This is an optimization exercise on Yosys and OpenROAD, whose aim is small area and a short achievable clock period, not a production implementation. The RTL was checked by simulation tests, not by an equivalence proof against the original design. Power is estimated from default activity; no workload was simulated.

## flow/design.v (module list and top-level ports; edited modules follow where they fit)
// module ALU: 39 lines
// module MUL32LO: 1354 lines
// module ENC: 5 lines
// module BSEL: 3 lines
// module FA: 4 lines
// module HA: 4 lines
// module ALUControl: 34 lines
// module Control: 52 lines
// module RegisterFile: 16 lines
// module RFBIT: 15 lines
// module AOI222: 3 lines
// module CPU: 287 lines
// module OR2: 3 lines
// module A21O: 3 lines
module CPU(
	input  reset                        ,
	input  clk                          ,
	output [31:0] imem_addr             ,
	input  [31:0] imem_data             ,
	output        dmem_re               ,
	output        dmem_we               ,
	output [31:0] dmem_addr             ,
	output [31:0] dmem_wdata            ,
	input  [31:0] dmem_rdata
);
  // ...
==> flow/flow/run.sh <==
#!/bin/bash
# The standard layout (the standard.sh, with the standard synthesis),
# with a larger setup margin for the resizer's timing repair, so that it keeps
# improving the critical paths beyond the clock period's own requirement.
# The clock period and the constraints are the design's.
set -euo pipefail
export SETUP_SLACK_MARGIN=7.5
bash standard.sh > standard_flow.log 2>&1
==> flow/standard.sh <==
#!/bin/bash
# synth_recipe.tcl (not shown) runs the flow's synth.tcl, then flattens the netlist and writes it again
# the make line also repeats each setting of config.mk as NAME=value (left out here)
make -C /OpenROAD-flow-scripts/flow DESIGN_CONFIG=/design/flow/config.mk WORK_HOME=/design/flow/orfs CLKGATE_MAP_FILE= SYNTH_SCRIPT=/design/flow/synth_recipe.tcl "${@:-finish}"
==> flow/config.mk <==
export PLATFORM = sky130hd
export DESIGN_NAME = CPU
export DESIGN_NICKNAME = CPU
export VERILOG_FILES = /design/flow/design.v
export SDC_FILE = /design/flow/constraint.sdc
export NUM_CORES = 4
export LEC_CHECK = 0
export CAP_MARGIN = 0
export CORE_MARGIN = 2
export CORE_UTILIZATION = 50
export CTS_BUF_LIST = sky130_fd_sc_hd__clkbuf_8
export CTS_CLUSTER_DIAMETER = 50
export CTS_CLUSTER_SIZE = 14
export PLACE_DENSITY = 0.6
export SLEW_MARGIN = 0
export SYNTH_HIERARCHICAL = 1
export SYNTH_MINIMUM_KEEP_SIZE = 0
==> flow/constraint.sdc <==
create_clock -name core_clock -period 13.0 [get_ports {clk}]
set_input_delay 2.6000 -clock core_clock [delete_from_list [all_inputs] [get_ports {clk}]]
set_output_delay 2.6000 -clock core_clock [all_outputs]
set_load 0.01 [all_outputs]
==> metrics.md, run 1 <==
| Metric | Value |
|---|---|
| Design area | `96800 um^2` |
| Die height | `a little over 400 um` |
| Share of cells above drive strength 1 | `approximately a fifth` |
| Clock Sink Count | `1530` |
| Synth Instances | `~7000` |
| Non-Filler Instances | `roughly 9800` |
| Met1 usage | `52.2%` |
| Clk cell area share | `3.59%` |
| Vias in the first global route | `between 60000 and 70000` |
| Met1 Wirelength | `131000 um` |
| Register area | `41200 um^2` |
| Avg Inst Size Synth | `12.2 um^2` |
| Final core occ | `58.0%` |
| WL/cell | `36.8 um` |
| Clkbuf count | `171` |
| Clock latency on the worst-skew pair | `1020 ps` |
| Iteration-0 DRC Markers | `about 12000` |
| Status | `finished clean` |
| Combinational group share of total power | `29.4%` |
| DRC viols | `0` |
| First-pass GRT wire length | `approximately 500000 um` |
| Via count | `~70000` |
| Multi-input combinational area share | `44.6%` |
| Routing usage on met2 | `60.8%` |
| Worst reg2reg setup slack | `7270 ps` |
| Row Count | `150` |
| Worst Hold Path EP | `EXMEM_MemtoReg[1]$_DFF_PP0_` |
| Slowest CP cell | `fa_1` |
| Slew margin rel. | `just over 7%` |
| Crit Path Max Fanout | `6` |
==> run 2: changes to the inputs <==
--- a/flow/config.mk
+++ b/flow/config.mk
@@ -8,9 +8,6 @@
 export CAP_MARGIN = 0
 export CORE_MARGIN = 2
 export CORE_UTILIZATION = 50
-export CTS_BUF_LIST = sky130_fd_sc_hd__clkbuf_8
-export CTS_CLUSTER_DIAMETER = 50
-export CTS_CLUSTER_SIZE = 14
 export PLACE_DENSITY = 0.6
 export SLEW_MARGIN = 0
 export SYNTH_HIERARCHICAL = 1
==> run 2 against run 1 <==
Clock skew is 27 ps lower; still clean on timing, DRC and antenna; setup slack lost 170 ps; final cell count hardly changed; via count up 0.47%; global-route usage about the same; area after synthesis unchanged.
==> metrics.md, run 2 <==
| Metric | Value |
|---|---|
| Share of cells above drive strength 1 | `19.3% (was 20.0%)` |
| Sequential group share of total power | `45.1% (was 48.3%)` |
| DRC viols | `0 (unchanged)` |
| Final Power | `16.6 mW (was 15.5 mW)` |
| Max Buffers Root-to-Sink | `3 (unchanged)` |
| Clk root buf | `clkbuf_16 (was clkbuf_8)` |
| Max Freq | `0.169 GHz (was 0.175 GHz)` |
| Final #Nets | `7884 (was 7885)` |
| Switching Share | `36.7% (was 38.7%)` |
| Hold buffers post-CTS | `0 (unchanged)` |
| Clock Sink Count | `1530 (unchanged)` |
| Synth Cell Area | `83800 um^2 (unchanged)` |
| Startpoint Class | `flop (unchanged)` |
| Count of final setup violators | `0 (unchanged)` |
| Hold Slack | `347 ps (was 356 ps)` |
| Register area | `41200 um^2 (about the same)` |
| Post-DP HPWL | `232000 um (unchanged)` |
| Pint | `10.5 mW (was 9.48 mW)` |
| RePlAce Congestion | `0.993 (unchanged)` |
| Period utilisation layout | `45.4% (was 44.1%)` |
| Largest net degree at the start of global routing | `72 (unchanged)` |
| Via count | `70206 (was 69876)` |
| First-pass GRT wire length | `497000 um (about the same)` |
| Setup TNS | `0 ps (unchanged)` |
| Vias/cell | `7.20 (was 7.16)` |
| Crit Path Max Fanout | `8 (was 6)` |
| Pins over their slew limit | `0 (unchanged)` |
| Worst Path Arrival | `6610 ps (was 6590 ps)` |
| Total GRT Usage | `41.0% (about the same)` |
| Worst VDD drop | `0.153 mV (was 0.126 mV)` |
| CP required | `13710 ps (was 13860 ps)` |
| Core area | `167000 um^2 (unchanged)` |
| Port buffer count | `163 (unchanged)` |
| Largest register FFs | `992 (unchanged)` |
| Slew margin rel. | `4.99% (was 7.21%)` |
| Worst min path class | `flop to flop (unchanged)` |
| Static leakage | `36.6 nW (was 36.1 nW)` |
| Max_cap viols | `0 (unchanged)` |
| Power share of the clock group | `27.5% (was 22.3%)` |
| NetSw | `6.08 mW (was 5.99 mW)` |
| Total CTS buffers | `161 (was 160)` |
| Status | `finished clean (unchanged)` |
| Final core occ | `58.9% (was 58.0%)` |
| Setup Skew | `47.6 ps (was 74.9 ps)` |
| Most common cell after layout, fill and taps aside | `edfxtp_1 (unchanged)` |
| Most frequent cells in the layout | `edfxtp_1 (992), a222oi_1 (643), nand2_1 (411) (was edfxtp_1 (992), a222oi_1 (643), nand2_1 (410))` |
| DIE WIDTH | `414 um (unchanged)` |
| Htree depth | `4 (unchanged)` |
| CTS tree | `built (unchanged)` |
| Clock Pin Slew Worst Setup and Hold Paths | `60 ps (was 80 ps)` |
| RSZ-0062 raised after global routing | `yes (unchanged)` |
| Initial antenna violation count | `33 (was 26)` |
| Reg with most FFs | `RF_data (unchanged)` |
| Initial Util | `50.3% (unchanged)` |
| Hold Fails Final Rpt | `0 (unchanged)` |
| WL/cell | `36.9 um (was 36.8 um)` |
| Top Ports | `164 (unchanged)` |
| Combinational group share of total power | `27.4% (was 29.4%)` |
| Vias in the first global route | `66202 (was 66600)` |
| Synth Instances | `6879 (unchanged)` |
| Die height | `414 um (unchanged)` |
| Worst-Margin Slew | `1410 ps (was 1380 ps)` |
| DIE AREA | `171000 um^2 (unchanged)` |
| GRT overflow | `0 (unchanged)` |
| Clock latency on the worst-skew pair | `830 ps (was 1020 ps)` |
| Avg Inst Size Synth | `12.2 um^2 (unchanged)` |
| Router iterations before antenna repair | `13 (unchanged)` |
| Remaining antenna violation count | `0 (unchanged)` |
| Crit end category | `flop (unchanged)` |
| Row Count | `150 (unchanged)` |
| Crit path kind | `flop to flop (unchanged)` |
| Iteration-0 DRC Markers | `12032 (was 12345)` |
| Filler Cell Count | `13546 (was 13705)` |
| Crit path time final | `5900 ps (was 5730 ps)` |
| Final wirelength | `360000 um (about the same)` |
| Area of the multi-input gates | `43000 um^2 (was 43100 um^2)` |
| Power Density | `169 nW/um^2 (was 160 nW/um^2)` |
| Syn. warnings | `10 (unchanged)` |
| Layout area overhead | `17.2% (was 15.5%)` |
run 2: through the flow:
step           std cells  setup slack [ps]  instance area, um^2
6_report            9750              7100                98200
5_1_grt             9741              6990                98200
4_1_cts             9674              7220                97300
3_5_place_dp        9186              6430                89400
3_3_place_gp        9186              6520                89400
2_1_floorplan       6900              7510                84400
run 2: per-layer routing:
metal | GRT usage (%) | part of all wire (%) | vias up | wire [um]
met5 | 0 | 0.058 | - | 209
met4 | 26.6 | 8.1 | 30 | 29000
met3 | 11.2 | 12 | 1186 | 45000
met2 | 60.9 | 43 | 5203 | 155000
met1 | 52.6 | 36 | 34929 | 131000
li1 | - | - | 28858 | -
run 2: final timing paths:
check / slack [ps] / depth (start not counted) / from / end
max: 7100 / 22 / IDEX_mb[7]$_DFF_P_ / EXMEM_ALU_out[28]$_DFF_P_
min: 350 / 0 / IDEX_MemRead$_DFF_PP0_ / EXMEM_MemRead$_DFF_PP0_
max reg2reg: 7100 / 22 / IDEX_mb[7]$_DFF_P_ / EXMEM_ALU_out[28]$_DFF_P_
min reg2reg: 350 / 0 / IDEX_MemRead$_DFF_PP0_ / EXMEM_MemRead$_DFF_PP0_
max in group asynchronous: 9560 / 3 / reset / PC[8]$_DFFE_PP0P_
min in group asynchronous: 2320 / 2 / reset / IFID_MemWrite$_DFF_PP0_
run 2: critical path, cell delays in order (launching register included):
cell and delay [ps]:
dfxtp_4 460, buf_12 150, buf_4 120, o22ai_4 70
buf_12 150, buf_4 130, a22oi_2 170, xor2_1 260
fa_2 530, fa_2 350, fa_1 470, fa_1 580
ha_4 250, a21o_1 230, a2111oi_4 480, o21bai_4 100
a2111oi_4 360, o41ai_4 110, buf_6 170, nand4_1 120
o311ai_4 120, buf_12 170, or2_1 200
run 2: timing repair:
action / CTS / global route
endpoints found under the setup margin: 99 / 125
pin swaps: 103 / 81
buffers inserted: 191 / 65
gates cloned: 1 / 1
endpoints found under the hold margin: 0 / 0
resized for setup: 164 / 75
run 2: power by group through the flow:
stage	registers [mW]	logic, mW	clock network (mW)
final	7.48	4.54	4.56
after global routing	7.52	4.78	4.75
after CTS	7.40	4.37	4.56
after detailed placement	7.50	4.33	0
after global placement	7.47	4.30	0
after floorplan	6.90	2.64	0
run 2: area by class of cell:
cell class | instances | share of cell area [%]
clock inverters | 74 | 0.739
clock buffers | 222 | 4.49
flip-flops and latches | 1530 | 41.9
well taps | 2204 | 2.81
multi-input cells | 4966 | 43.8
diodes | 10 | 0.0255
inverters | 139 | 0.571
repair buffers | 605 | 5.67

## what the ideal ports hide
No port has a modelled driver above. Below, the same layouts with a new extraction and two added sets of constraints.
Step 1, drivers: a clkbuf_16 drives clk and a buf_2 each remaining input, both assumed.
Step 2 times the ports against the registers' clock, not the clock port: input delays grow and output delays shrink by t, the midpoint of the rising clock arrivals with the driver on.
Three values: no drivers, after step 1, after step 2; two values: the first two.
run	t (ns)	setup WS [ns]	worst slew at a driven data input, ns
run 1	1.066	7.270 / 7.270 / 6.588	0.22
run 2	0.898	7.098 / 7.098 / 6.868	0.22
After both steps every run listed still meets setup and hold. For run 1, which loses most, drivers alone change the setup slack by 0.000 ns; drivers and shift together by -0.682 ns.
